This design comes from an exercise in tuning for small area, a short achievable clock period and few clock cycles per item on the open sky130 flow, not from production work.
In this exercise RTL edits were held to simulation tests only and were not proved equivalent to the original.
The flow treats the clock pin as an ideal source. Dropping or thinning the clock tree relies on that and would not hold on a real chip.
Power figures rest on the tool's default switching activity, not on a simulated workload.

== before ==
==> flow/design.v <==
module apb_fifo (
    input  wire        clk,
    input  wire        rst,
    input  wire        psel,
    input  wire [3:0]  paddr,
    input  wire [31:0] pwdata,
    input  wire        penable,
    input  wire        pwrite,
    output wire [31:0] prdata,
    output wire        pready
);
reg [31:0] mem [0:15];    
reg [15:0] vld;           
reg        wacc;          
reg [3:0]  wa;            
reg [3:0]  cnt;           
reg        rdy;           
reg        rdo;           
reg [31:0] rdq;           
wire setup = psel & ~penable;
wire full  = (cnt == 4'd15);
wire empty = (cnt == 4'd0);
wire [15:0] wsel = {16{wacc}} & (16'b1 << wa);    
always @(posedge clk or negedge rst) begin
    if (!rst) begin
        rdy  <= 1'b0;
        wacc <= 1'b0;
        cnt  <= 4'd0;
        vld  <= 16'b0;
    end else begin
        rdy  <= setup & (pwrite ? ~full : ~empty);
        wacc <= setup & pwrite & ~full;
        if (rdy)
            cnt <= pwrite ? cnt + 4'd1 : cnt - 4'd1;
        vld <= vld | wsel;
    end
end
wire [63:0] rsel;    
genvar c;
generate
    for (c = 0; c < 4; c = c + 1) begin : g_rsel
        apb_fifo_rsel u_rsel (.paddr(paddr), .vld(vld), .sel(rsel[16*c +: 16]));
    end
endgenerate
wire [31:0] rword;
genvar b, k;
generate
    for (b = 0; b < 32; b = b + 1) begin : g_rbit
        wire [7:0] t;
        wire [1:0] u;
        for (k = 0; k < 8; k = k + 1) begin : g_pair
            apb_fifo_aoi22 u_aoi (.a1(rsel[16*(b/8) + 2*k]), .a2(mem[2*k][b]),
                                  .b1(rsel[16*(b/8) + 2*k+1]), .b2(mem[2*k+1][b]), .y(t[k]));
        end
        apb_fifo_and4  u_a0 (.a(t[3:0]), .y(u[0]));
        apb_fifo_and4  u_a1 (.a(t[7:4]), .y(u[1]));
        apb_fifo_nand2 u_nd (.a(u[0]), .b(u[1]), .y(rword[b]));
    end
endgenerate
integer i;
always @(posedge clk) begin
    rdo <= setup & (pwrite ? ~full : ~empty);
    wa  <= paddr;
    for (i = 0; i < 16; i = i + 1)
        if (wsel[i])
            mem[i] <= pwdata;
    rdq <= rword;
end
assign prdata = rdq;
assign pready = rdo;
endmodule
module apb_fifo_aoi22 (input wire a1, a2, b1, b2, output wire y);
assign y = ~((a1 & a2) | (b1 & b2));
endmodule
module apb_fifo_and4 (input wire [3:0] a, output wire y);
assign y = &a;
endmodule
module apb_fifo_nand2 (input wire a, b, output wire y);
assign y = ~(a & b);
endmodule
module apb_fifo_rsel (
    input  wire [3:0]  paddr,
    input  wire [15:0] vld,
    output wire [15:0] sel
);
assign sel = vld & (16'b1 << paddr);
endmodule
==> flow/config.mk <==
export PLATFORM = sky130hd
export DESIGN_NAME = apb_fifo
export DESIGN_NICKNAME = apb_fifo
export VERILOG_FILES = /design/flow/design.v
export SDC_FILE = /design/flow/constraint.sdc
export NUM_CORES = 4
export LEC_CHECK = 0
export CAP_MARGIN = 20
export CORE_MARGIN = 2
export CORE_UTILIZATION = 55
export SETUP_SLACK_MARGIN = 3.1
export SLEW_MARGIN = 20
export SYNTH_HIERARCHICAL = 1
export SYNTH_MINIMUM_KEEP_SIZE = 0
export TNS_END_PERCENT = 100
==> flow/constraint.sdc <==
create_clock -name core_clock -period 5.0 [get_ports {clk}]
set_input_delay 1.0000 -clock core_clock [delete_from_list [all_inputs] [get_ports {clk}]]
set_output_delay 1.0000 -clock core_clock [all_outputs]
set_load 0.01 [all_outputs]
standard.sh (not shown) runs the stock make flow with config.mk's settings and CLKGATE_MAP_FILE= SYNTH_SCRIPT=/design/flow/synth_recipe.tcl, a recipe that flattens the netlist after the stock synthesis.
==> flow/flow/run.sh <==
#!/bin/bash
# Standard layout (bash standard.sh, all ORFS steps), with changes to clock
# tree synthesis and the timing repair that follows it:
#  - TritonCTS builds smaller sink clusters of clkbuf_8 and no dummy loads;
set -euo pipefail
here=$(pwd)
export CTS_ARGS="-sink_clustering_enable -repair_clock_nets -dont_use_dummy_load -sink_clustering_size 16 -sink_clustering_max_diameter 50 -buf_list sky130_fd_sc_hd__clkbuf_8"
# ORFS's own repair after CTS is skipped: post_cts.tcl repairs in steps instead.
export SKIP_CTS_REPAIR_TIMING=1
export FLOW_REPAIR_STEPS="${FLOW_REPAIR_STEPS:-2.5 2.6 2.7 2.8 2.85 2.9 2.95 3.0 3.05 3.1 3.15 3.2}"
export FLOW_FALLBACK_STEPS="2.5 2.6 2.7 2.8 2.9"
export FLOW_DOWNSIZE="${FLOW_DOWNSIZE-^a22oi$}"
export POST_CTS_TCL="$here/flow/post_cts.tcl"
bash standard.sh > "$here/standard.log" 2>&1
==> flow/flow/post_cts.tcl <==
# Sourced by ORFS's cts.tcl after clock tree synthesis.
source [file join [file dirname [info script]] procs.tcl]

drop_clock_root
set_dont_use {sky130_fd_sc_hd__dlygate* sky130_fd_sc_hd__clkdlybuf* sky130_fd_sc_hd__dlymetal*}
plain_port_buffers
detailed_placement
estimate_parasitics -placement
repair_design_helper
if {$::env(FLOW_DOWNSIZE) ne ""} {
  downsize_all $::env(FLOW_DOWNSIZE)
  detailed_placement
  estimate_parasitics -placement
  repair_design_helper
}
set dir $::env(RESULTS_DIR)
write_db $dir/my_probe.odb
write_sdc $dir/my_probe.sdc
set ::env(FLOW_PROBE_DB) $dir/my_probe.odb
set ::env(FLOW_PROBE_SDC) $dir/my_probe.sdc
set ::env(FLOW_PROBE_PROCS) [file join [file dirname [info script]] procs.tcl]
set probe_log $::env(LOG_DIR)/4_1_cts_probe.log
if {[info exists ::env(OPENROAD_EXE)]} { set exe $::env(OPENROAD_EXE) } else { set exe [info nameofexecutable] }
if {![info exists ::env(FLOW_PERIOD_NS)]} { set ::env(FLOW_PERIOD_NS) 5.0 }
if {[catch {exec $exe -no_init -exit [file join [file dirname [info script]] probe.tcl] > $probe_log 2>@1} err]} {
  puts "probe failed: $err"
}
set best_cost 1e30
set steps {}
set upto {}
foreach line [split [read [set f [open $probe_log]]] "\n"] {
  if {[regexp {^PROBE (\S+) (\S+)} $line -> margin cost]} {
    lappend steps $margin
    if {$cost < $best_cost} { set best_cost $cost; set upto $steps }
  }
}
close $f
if {$upto eq {}} { set upto $::env(FLOW_FALLBACK_STEPS) }
file delete $dir/my_probe.odb $dir/my_probe.sdc

foreach margin $upto {
  repair_timing -setup_margin $margin -repair_tns 100 -verbose
}
# Give back area where the worst slack does not need it.
estimate_parasitics -placement
greedy_downsize
detailed_placement
check_placement -verbose
estimate_parasitics -placement
report_clock_latency -clock [all_clocks]
report_worst_slack -max
==> flow/flow/procs.tcl <==
# Procedures for post_cts.tcl and probe.tcl.

proc drop_clock_root {} {
  set block [ord::get_db_block]
  set clknet [$block findNet clk]
  set roots {}
  foreach it [$clknet getITerms] { lappend roots [$it getInst] }
  if {[llength $roots] != 1} { puts "drop_clock_root: [llength $roots] roots, left alone"; return }
  set root [lindex $roots 0]
  set rnet [[$root findITerm X] getNet]
  set sinks {}
  foreach it [$rnet getITerms] { if {[$it isInputSignal]} { lappend sinks $it } }
  if {[llength $sinks] > 4} { puts "drop_clock_root: root drives [llength $sinks] pins, left alone"; return }
  foreach it $sinks { $it disconnect; $it connect $clknet }
  odb::dbInst_destroy $root
  odb::dbNet_destroy $rnet
  puts "drop_clock_root: clk now drives [llength [$clknet getITerms]] pins"
}

# Port buffers become plain buffers: buf_4 for the address and penable,
# whose paths are the critical ones, buf_2 for the other ports. Timing
# repair then sizes up those that need it.
proc plain_port_buffers {} {
  set db [ord::get_db]
  set big [$db findMaster sky130_fd_sc_hd__buf_4]
  set small [$db findMaster sky130_fd_sc_hd__buf_2]
  set n 0
  foreach inst [[ord::get_db_block] getInsts] {
    if {![regexp {^(input|output)[0-9]+$} [$inst getName]]} { continue }
    set port ""
    foreach it [$inst getITerms] {
      set net [$it getNet]
      if {$net ne "NULL" && [llength [$net getBTerms]] > 0} { set port [[lindex [$net getBTerms] 0] getName] }
    }
    if {[regexp {^(paddr|penable)} $port]} { set m $big } else { set m $small }
    if {[[$inst getMaster] getName] ne [$m getName]} { $inst swapMaster $m; incr n }
  }
  puts "plain_port_buffers: $n swapped"
}

# Every logic cell whose kind (base name) matches the pattern goes to the
# smallest drive strength of that kind; timing repair then sizes up what
# needs it.
proc downsize_all {{pattern .}} {
  set db [ord::get_db]
  set n 0
  set a0 0; set a1 0
  foreach inst [[ord::get_db_block] getInsts] {
    set m [$inst getMaster]
    set name [$m getName]
    if {![regexp {^(sky130_fd_sc_hd__[a-z0-9]+)_([0-9]+)$} $name -> base drive]} { continue }
    if {[regexp {clkbuf|clkinv|dly|tap|fill|decap|conb|diode} $base]} { continue }
    if {![regexp $pattern [regsub {^sky130_fd_sc_hd__} $base {}]]} { continue }
    if {[regexp {^(input|output)[0-9]+$} [$inst getName]]} { continue }
    if {[$inst isFixed]} { continue }
    set best $m
    foreach d {0 1 2} {
      set c [$db findMaster ${base}_$d]
      if {$c ne "NULL" && [$c getWidth] < [$best getWidth]} { set best $c }
    }
    if {$best ne $m} {
      set a0 [expr {$a0 + [$m getWidth]}]; set a1 [expr {$a1 + [$best getWidth]}]
      $inst swapMaster $best
      incr n
    }
  }
  puts "downsize_all: $n cells, width [expr {$a0/1000.0}] -> [expr {$a1/1000.0}] um"
}

# Standard-cell area without tap cells, in um^2.
proc cell_area {} {
  set a 0
  foreach inst [[ord::get_db_block] getInsts] {
    set m [$inst getMaster]
    if {[string match *tapvpwrvgnd* [$m getName]]} { continue }
    set a [expr {$a + [$m getWidth] * [$m getHeight] / 1e6}]
  }
  return $a
}

# Take logic cells down one drive strength at a time, keeping each change
# only if the worst setup slack stays within tol of where it started.
proc greedy_downsize {{tol 0.002}} {
  set db [ord::get_db]
  set ws0 [worst_slack -max]
  set n 0
  set saved 0
  foreach inst [[ord::get_db_block] getInsts] {
    set m [$inst getMaster]
    set name [$m getName]
    if {![regexp {^(sky130_fd_sc_hd__[a-z0-9]+)_([0-9]+)$} $name -> base drive]} { continue }
    if {[regexp {clkbuf|clkinv|dly|tap|fill|decap|conb|diode|df|edf} $base]} { continue }
    # candidate sizes smaller than the current one, largest first
    set cands {}
    foreach d {8 6 4 3 2 1 0} {
      if {$d >= $drive} { continue }
      set c [$db findMaster ${base}_$d]
      if {$c ne "NULL" && [$c getWidth] < [$m getWidth]} { lappend cands $c }
    }
    set cur $m
    foreach c $cands {
      set sta_inst [sta::find_instance [$inst getName]]
      replace_cell $sta_inst [sta::find_liberty_cell [$c getName]]
      estimate_parasitics -placement
      if {[worst_slack -max] < $ws0 - $tol} {
        replace_cell $sta_inst [sta::find_liberty_cell [$cur getName]]
        estimate_parasitics -placement
        break
      }
      set saved [expr {$saved + ([$cur getWidth] - [$c getWidth]) * [$cur getHeight] / 1e6}]
      set cur $c
      incr n
    }
  }
  puts "greedy_downsize: $n steps, [format %.1f $saved] um2 saved, worst slack $ws0 -> [worst_slack -max]"
}
Other scripts of this flow, unchanged in this note and not shown: flow/flow/probe.tcl
Testbench counts of before, summed over its fixed seeds: cycles 6,400, transfers 3,200.
> inputs changed (before -> after)
Settings: CORE_UTILIZATION now 45, was 55.
diff --git a/flow/flow/post_cts.tcl b/flow/flow/post_cts.tcl
--- a/flow/flow/post_cts.tcl
+++ b/flow/flow/post_cts.tcl
@@ -42,7 +42,4 @@
   repair_timing -setup_margin $margin -repair_tns 100 -verbose
 }
-# Give back area where the worst slack does not need it.
-estimate_parasitics -placement
-greedy_downsize
 detailed_placement
 check_placement -verbose
diff --git a/flow/flow/procs.tcl b/flow/flow/procs.tcl
--- a/flow/flow/procs.tcl
+++ b/flow/flow/procs.tcl
@@ -79,38 +79,2 @@
 }
 
-# Take logic cells down one drive strength at a time, keeping each change
-# only if the worst setup slack stays within tol of where it started.
-proc greedy_downsize {{tol 0.002}} {
-  set db [ord::get_db]
-  set ws0 [worst_slack -max]
-  set n 0
-  set saved 0
-  foreach inst [[ord::get_db_block] getInsts] {
-    set m [$inst getMaster]
-    set name [$m getName]
-    if {![regexp {^(sky130_fd_sc_hd__[a-z0-9]+)_([0-9]+)$} $name -> base drive]} { continue }
-    if {[regexp {clkbuf|clkinv|dly|tap|fill|decap|conb|diode|df|edf} $base]} { continue }
-    # candidate sizes smaller than the current one, largest first
-    set cands {}
-    foreach d {8 6 4 3 2 1 0} {
-      if {$d >= $drive} { continue }
-      set c [$db findMaster ${base}_$d]
-      if {$c ne "NULL" && [$c getWidth] < [$m getWidth]} { lappend cands $c }
-    }
-    set cur $m
-    foreach c $cands {
-      set sta_inst [sta::find_instance [$inst getName]]
-      replace_cell $sta_inst [sta::find_liberty_cell [$c getName]]
-      estimate_parasitics -placement
-      if {[worst_slack -max] < $ws0 - $tol} {
-        replace_cell $sta_inst [sta::find_liberty_cell [$cur getName]]
-        estimate_parasitics -placement
-        break
-      }
-      set saved [expr {$saved + ([$cur getWidth] - [$c getWidth]) * [$cur getHeight] / 1e6}]
-      set cur $c
-      incr n
-    }
-  }
-  puts "greedy_downsize: $n steps, [format %.1f $saved] um2 saved, worst slack $ws0 -> [worst_slack -max]"
-}
The post-route standard cell area excluding fillers reported for after is greater than that of before by 2.2%. Against before, after reports a proportion of cell area occupied by registers that is lower. Setup slack in after is larger than in before. Against before as the reference, after delivers a higher first-pass GRT wire length. after vs before, top layer used by detailed routing: met4 vs met5. after vs before: wire length up slightly. Lower number of vias per cell was reported by after, not before. before and after ended up with roughly the same via count of the routed design. Multi-input logic portion of the cell area | after above before.

---

RTL: the design.v shown in full above, as it stands there.
==> flow/config.mk <==
export PLATFORM = sky130hd
export DESIGN_NAME = apb_fifo
export DESIGN_NICKNAME = apb_fifo
export VERILOG_FILES = /design/flow/design.v
export SDC_FILE = /design/flow/constraint.sdc
export NUM_CORES = 4
export LEC_CHECK = 0
export CAP_MARGIN = 20
export CORE_MARGIN = 2
export CORE_UTILIZATION = 75
export SETUP_SLACK_MARGIN = 3.1
export SLEW_MARGIN = 20
export SYNTH_HIERARCHICAL = 1
export SYNTH_MINIMUM_KEEP_SIZE = 0
export TNS_END_PERCENT = 100
==> flow/constraint.sdc <==
create_clock -name core_clock -period 5.0 [get_ports {clk}]
set_input_delay 1.0000 -clock core_clock [delete_from_list [all_inputs] [get_ports {clk}]]
set_output_delay 1.0000 -clock core_clock [all_outputs]
set_load 0.01 [all_outputs]
Scripts as last shown in full above: flow/flow/run.sh
Other scripts of this flow, unchanged in this note and not shown: flow/flow/post_cts.tcl, flow/flow/probe.tcl, flow/flow/procs.tcl
The first run produced a clean layout.
Testbench counts at the start, summed over its fixed seeds: cycles 6,400, transfers 3,200.
Edit:
Settings changed: CORE_UTILIZATION 75 to 55.
The new run completed with no timing, DRC or antenna violations.
Worst setup slack gets better by 0.032 ns.
Clock power increases by about 6%.
Hold slack gets better by 0.0046 ns.
Count of clock-buffer cells in the layout went up by 4.
Register-to-register slack gains 0.05 ns.
Power increases by 0.95%.
Utilization drops by 21 points.
Non-clock buffer count goes up by 2.
Routed wire length increases by 8.1%.
Cell area is higher by 0.50%.
Critical path depth shrinks by 1.

---

// apb_fifo: RTL as listed in full above, without the edits since
clock: 5.0 ns
lec_check: 0
cap_margin: 20
core_margin: 2
core_utilization: 60
setup_slack_margin: 3.1
slew_margin: 20
synth_hierarchical: 1
synth_minimum_keep_size: 0
tns_end_percent: 100
==> flow/flow/post_cts.tcl <==
# Sourced by ORFS's cts.tcl after clock tree synthesis.
source [file join [file dirname [info script]] procs.tcl]

drop_clock_root
set_dont_use {sky130_fd_sc_hd__dlygate* sky130_fd_sc_hd__clkdlybuf* sky130_fd_sc_hd__dlymetal*}
plain_port_buffers
detailed_placement
estimate_parasitics -placement
repair_design_helper
if {$::env(FLOW_DOWNSIZE) ne ""} {
  downsize_all $::env(FLOW_DOWNSIZE)
  detailed_placement
  estimate_parasitics -placement
  repair_design_helper
}
set dir $::env(RESULTS_DIR)
write_db $dir/my_probe.odb
write_sdc $dir/my_probe.sdc
set ::env(FLOW_PROBE_DB) $dir/my_probe.odb
set ::env(FLOW_PROBE_SDC) $dir/my_probe.sdc
set ::env(FLOW_PROBE_PROCS) [file join [file dirname [info script]] procs.tcl]
set probe_log $::env(LOG_DIR)/4_1_cts_probe.log
if {[info exists ::env(OPENROAD_EXE)]} { set exe $::env(OPENROAD_EXE) } else { set exe [info nameofexecutable] }
if {![info exists ::env(FLOW_PERIOD_NS)]} { set ::env(FLOW_PERIOD_NS) 5.0 }
if {[catch {exec $exe -no_init -exit [file join [file dirname [info script]] probe.tcl] > $probe_log 2>@1} err]} {
  puts "probe failed: $err"
}
set best_cost 1e30
set steps {}
set upto {}
foreach line [split [read [set f [open $probe_log]]] "\n"] {
  if {[regexp {^PROBE (\S+) (\S+)} $line -> margin cost]} {
    lappend steps $margin
    if {$cost < $best_cost} { set best_cost $cost; set upto $steps }
  }
}
close $f
if {$upto eq {}} { set upto $::env(FLOW_FALLBACK_STEPS) }
file delete $dir/my_probe.odb $dir/my_probe.sdc

foreach margin $upto {
  repair_timing -setup_margin $margin -repair_tns 100 -verbose
}
# Give back area on paths well away from the worst slack.
estimate_parasitics -placement
greedy_downsize2
detailed_placement
check_placement -verbose
estimate_parasitics -placement
report_clock_latency -clock [all_clocks]
report_worst_slack -max
==> flow/flow/procs.tcl <==
# Procedures for post_cts.tcl and probe.tcl.

proc drop_clock_root {} {
  set block [ord::get_db_block]
  set clknet [$block findNet clk]
  set roots {}
  foreach it [$clknet getITerms] { lappend roots [$it getInst] }
  if {[llength $roots] != 1} { puts "drop_clock_root: [llength $roots] roots, left alone"; return }
  set root [lindex $roots 0]
  set rnet [[$root findITerm X] getNet]
  set sinks {}
  foreach it [$rnet getITerms] { if {[$it isInputSignal]} { lappend sinks $it } }
  if {[llength $sinks] > 4} { puts "drop_clock_root: root drives [llength $sinks] pins, left alone"; return }
  foreach it $sinks { $it disconnect; $it connect $clknet }
  odb::dbInst_destroy $root
  odb::dbNet_destroy $rnet
  puts "drop_clock_root: clk now drives [llength [$clknet getITerms]] pins"
}

# Port buffers become plain buffers: buf_4 for the address and penable,
# whose paths are the critical ones, buf_2 for the other ports. Timing
# repair then sizes up those that need it.
proc plain_port_buffers {} {
  set db [ord::get_db]
  set big [$db findMaster sky130_fd_sc_hd__buf_4]
  set small [$db findMaster sky130_fd_sc_hd__buf_2]
  set n 0
  foreach inst [[ord::get_db_block] getInsts] {
    if {![regexp {^(input|output)[0-9]+$} [$inst getName]]} { continue }
    set port ""
    foreach it [$inst getITerms] {
      set net [$it getNet]
      if {$net ne "NULL" && [llength [$net getBTerms]] > 0} { set port [[lindex [$net getBTerms] 0] getName] }
    }
    if {[regexp {^(paddr|penable)} $port]} { set m $big } else { set m $small }
    if {[[$inst getMaster] getName] ne [$m getName]} { $inst swapMaster $m; incr n }
  }
  puts "plain_port_buffers: $n swapped"
}

# Every logic cell whose kind (base name) matches the pattern goes to the
# smallest drive strength of that kind; timing repair then sizes up what
# needs it.
proc downsize_all {{pattern .}} {
  set db [ord::get_db]
  set n 0
  set a0 0; set a1 0
  foreach inst [[ord::get_db_block] getInsts] {
    set m [$inst getMaster]
    set name [$m getName]
    if {![regexp {^(sky130_fd_sc_hd__[a-z0-9]+)_([0-9]+)$} $name -> base drive]} { continue }
    if {[regexp {clkbuf|clkinv|dly|tap|fill|decap|conb|diode} $base]} { continue }
    if {![regexp $pattern [regsub {^sky130_fd_sc_hd__} $base {}]]} { continue }
    if {[regexp {^(input|output)[0-9]+$} [$inst getName]]} { continue }
    if {[$inst isFixed]} { continue }
    set best $m
    foreach d {0 1 2} {
      set c [$db findMaster ${base}_$d]
      if {$c ne "NULL" && [$c getWidth] < [$best getWidth]} { set best $c }
    }
    if {$best ne $m} {
      set a0 [expr {$a0 + [$m getWidth]}]; set a1 [expr {$a1 + [$best getWidth]}]
      $inst swapMaster $best
      incr n
    }
  }
  puts "downsize_all: $n cells, width [expr {$a0/1000.0}] -> [expr {$a1/1000.0}] um"
}

# Standard-cell area without tap cells, in um^2.
proc cell_area {} {
  set a 0
  foreach inst [[ord::get_db_block] getInsts] {
    set m [$inst getMaster]
    if {[string match *tapvpwrvgnd* [$m getName]]} { continue }
    set a [expr {$a + [$m getWidth] * [$m getHeight] / 1e6}]
  }
  return $a
}

# Take logic cells down one drive strength at a time where timing has room:
# a change is kept only if the slack through the cell stays at least guard
# above the worst slack, and the worst slack itself does not move.
proc cell_slack {inst} {
  set s 1e30
  foreach it [$inst getITerms] {
    if {![$it isOutputSignal]} { continue }
    set p [get_pins -quiet [$inst getName]/[[$it getMTerm] getName]]
    if {$p eq ""} { continue }
    set v [get_property $p slack_max]
    if {$v ne "" && $v < $s} { set s $v }
  }
  return $s
}
proc greedy_downsize2 {{guard 0.15} {tol 0.001}} {
  set db [ord::get_db]
  set ws0 [worst_slack -max]
  set n 0
  set saved 0
  foreach inst [[ord::get_db_block] getInsts] {
    set m [$inst getMaster]
    set name [$m getName]
    if {![regexp {^(sky130_fd_sc_hd__[a-z0-9]+)_([0-9]+)$} $name -> base drive]} { continue }
    if {[regexp {clkbuf|clkinv|dly|tap|fill|decap|conb|diode|df|edf} $base]} { continue }
    if {[cell_slack $inst] < $ws0 + $guard} { continue }
    set cands {}
    foreach d {8 6 4 3 2 1 0} {
      if {$d >= $drive} { continue }
      set c [$db findMaster ${base}_$d]
      if {$c ne "NULL" && [$c getWidth] < [$m getWidth]} { lappend cands $c }
    }
    set cur $m
    set sta_inst [sta::find_instance [$inst getName]]
    foreach c $cands {
      replace_cell $sta_inst [sta::find_liberty_cell [$c getName]]
      estimate_parasitics -placement
      if {[worst_slack -max] < $ws0 - $tol || [cell_slack $inst] < $ws0 + $guard} {
        replace_cell $sta_inst [sta::find_liberty_cell [$cur getName]]
        estimate_parasitics -placement
        break
      }
      set saved [expr {$saved + ([$cur getWidth] - [$c getWidth]) * [$cur getHeight] / 1e6}]
      set cur $c
      incr n
    }
  }
  puts "greedy_downsize2: $n steps, [format %.1f $saved] um2 saved, worst slack $ws0 -> [worst_slack -max]"
}
Scripts as last shown in full above: flow/flow/run.sh
Other scripts of this flow, unchanged in this note and not shown: flow/flow/probe.tcl
Testbench counts at the start, summed over its fixed seeds: cycles 6,400, transfers 3,200.
Next try:
--- a/flow/flow/post_cts.tcl
+++ b/flow/flow/post_cts.tcl
@@ -43,5 +43,2 @@
 }
-# Give back area on paths well away from the worst slack.
-estimate_parasitics -placement
-greedy_downsize2
 detailed_placement
--- a/flow/flow/procs.tcl
+++ b/flow/flow/procs.tcl
@@ -80,49 +80 @@
 
-# Take logic cells down one drive strength at a time where timing has room:
-# a change is kept only if the slack through the cell stays at least guard
-# above the worst slack, and the worst slack itself does not move.
-proc cell_slack {inst} {
-  set s 1e30
-  foreach it [$inst getITerms] {
-    if {![$it isOutputSignal]} { continue }
-    set p [get_pins -quiet [$inst getName]/[[$it getMTerm] getName]]
-    if {$p eq ""} { continue }
-    set v [get_property $p slack_max]
-    if {$v ne "" && $v < $s} { set s $v }
-  }
-  return $s
-}
-proc greedy_downsize2 {{guard 0.15} {tol 0.001}} {
-  set db [ord::get_db]
-  set ws0 [worst_slack -max]
-  set n 0
-  set saved 0
-  foreach inst [[ord::get_db_block] getInsts] {
-    set m [$inst getMaster]
-    set name [$m getName]
-    if {![regexp {^(sky130_fd_sc_hd__[a-z0-9]+)_([0-9]+)$} $name -> base drive]} { continue }
-    if {[regexp {clkbuf|clkinv|dly|tap|fill|decap|conb|diode|df|edf} $base]} { continue }
-    if {[cell_slack $inst] < $ws0 + $guard} { continue }
-    set cands {}
-    foreach d {8 6 4 3 2 1 0} {
-      if {$d >= $drive} { continue }
-      set c [$db findMaster ${base}_$d]
-      if {$c ne "NULL" && [$c getWidth] < [$m getWidth]} { lappend cands $c }
-    }
-    set cur $m
-    set sta_inst [sta::find_instance [$inst getName]]
-    foreach c $cands {
-      replace_cell $sta_inst [sta::find_liberty_cell [$c getName]]
-      estimate_parasitics -placement
-      if {[worst_slack -max] < $ws0 - $tol || [cell_slack $inst] < $ws0 + $guard} {
-        replace_cell $sta_inst [sta::find_liberty_cell [$cur getName]]
-        estimate_parasitics -placement
-        break
-      }
-      set saved [expr {$saved + ([$cur getWidth] - [$c getWidth]) * [$cur getHeight] / 1e6}]
-      set cur $c
-      incr n
-    }
-  }
-  puts "greedy_downsize2: $n steps, [format %.1f $saved] um2 saved, worst slack $ws0 -> [worst_slack -max]"
-}
Effect:
- synthesized area is unchanged
- final area goes up by 0.46%
- setup slack got worse by 0.0037 ns

## separate check: timing with driven ports
In the flow no input, the clock included, has a driving cell. The finished layouts below were timed again as built, in two steps.
Step 1, drivers: a clkbuf_16 drives clk and a buf_2 each remaining input, both assumed.
Step 2 also shifts input and output timing later by t, the mid clock arrival at the registers, as if the neighbouring blocks saw the same clock.
a / b / c = ideal / step 1 / step 2; a / b = the first two.
run	t (ns)	setup slack, ns	clock arrival spread, ns
before	0.502	3.058 / 2.996 / 2.580	0.059 / 0.059
after	0.518	3.074 / 2.969 / 2.592	0.073 / 0.073
the first run of note 2	0.456	3.059 / 3.048 / 2.611	0.045 / 0.044
the second run of note 2	0.503	3.091 / 2.994 / 2.632	0.058 / 0.058
the first run of note 3	0.492	3.085 / 2.989 / 2.619	0.060 / 0.061
the second run of note 3	0.491	3.081 / 2.986 / 2.644	0.057 / 0.057
After both steps setup and hold are still met in every run listed. For after, which loses most, drivers alone change the setup slack by -0.105 ns; drivers and shift together by -0.482 ns.
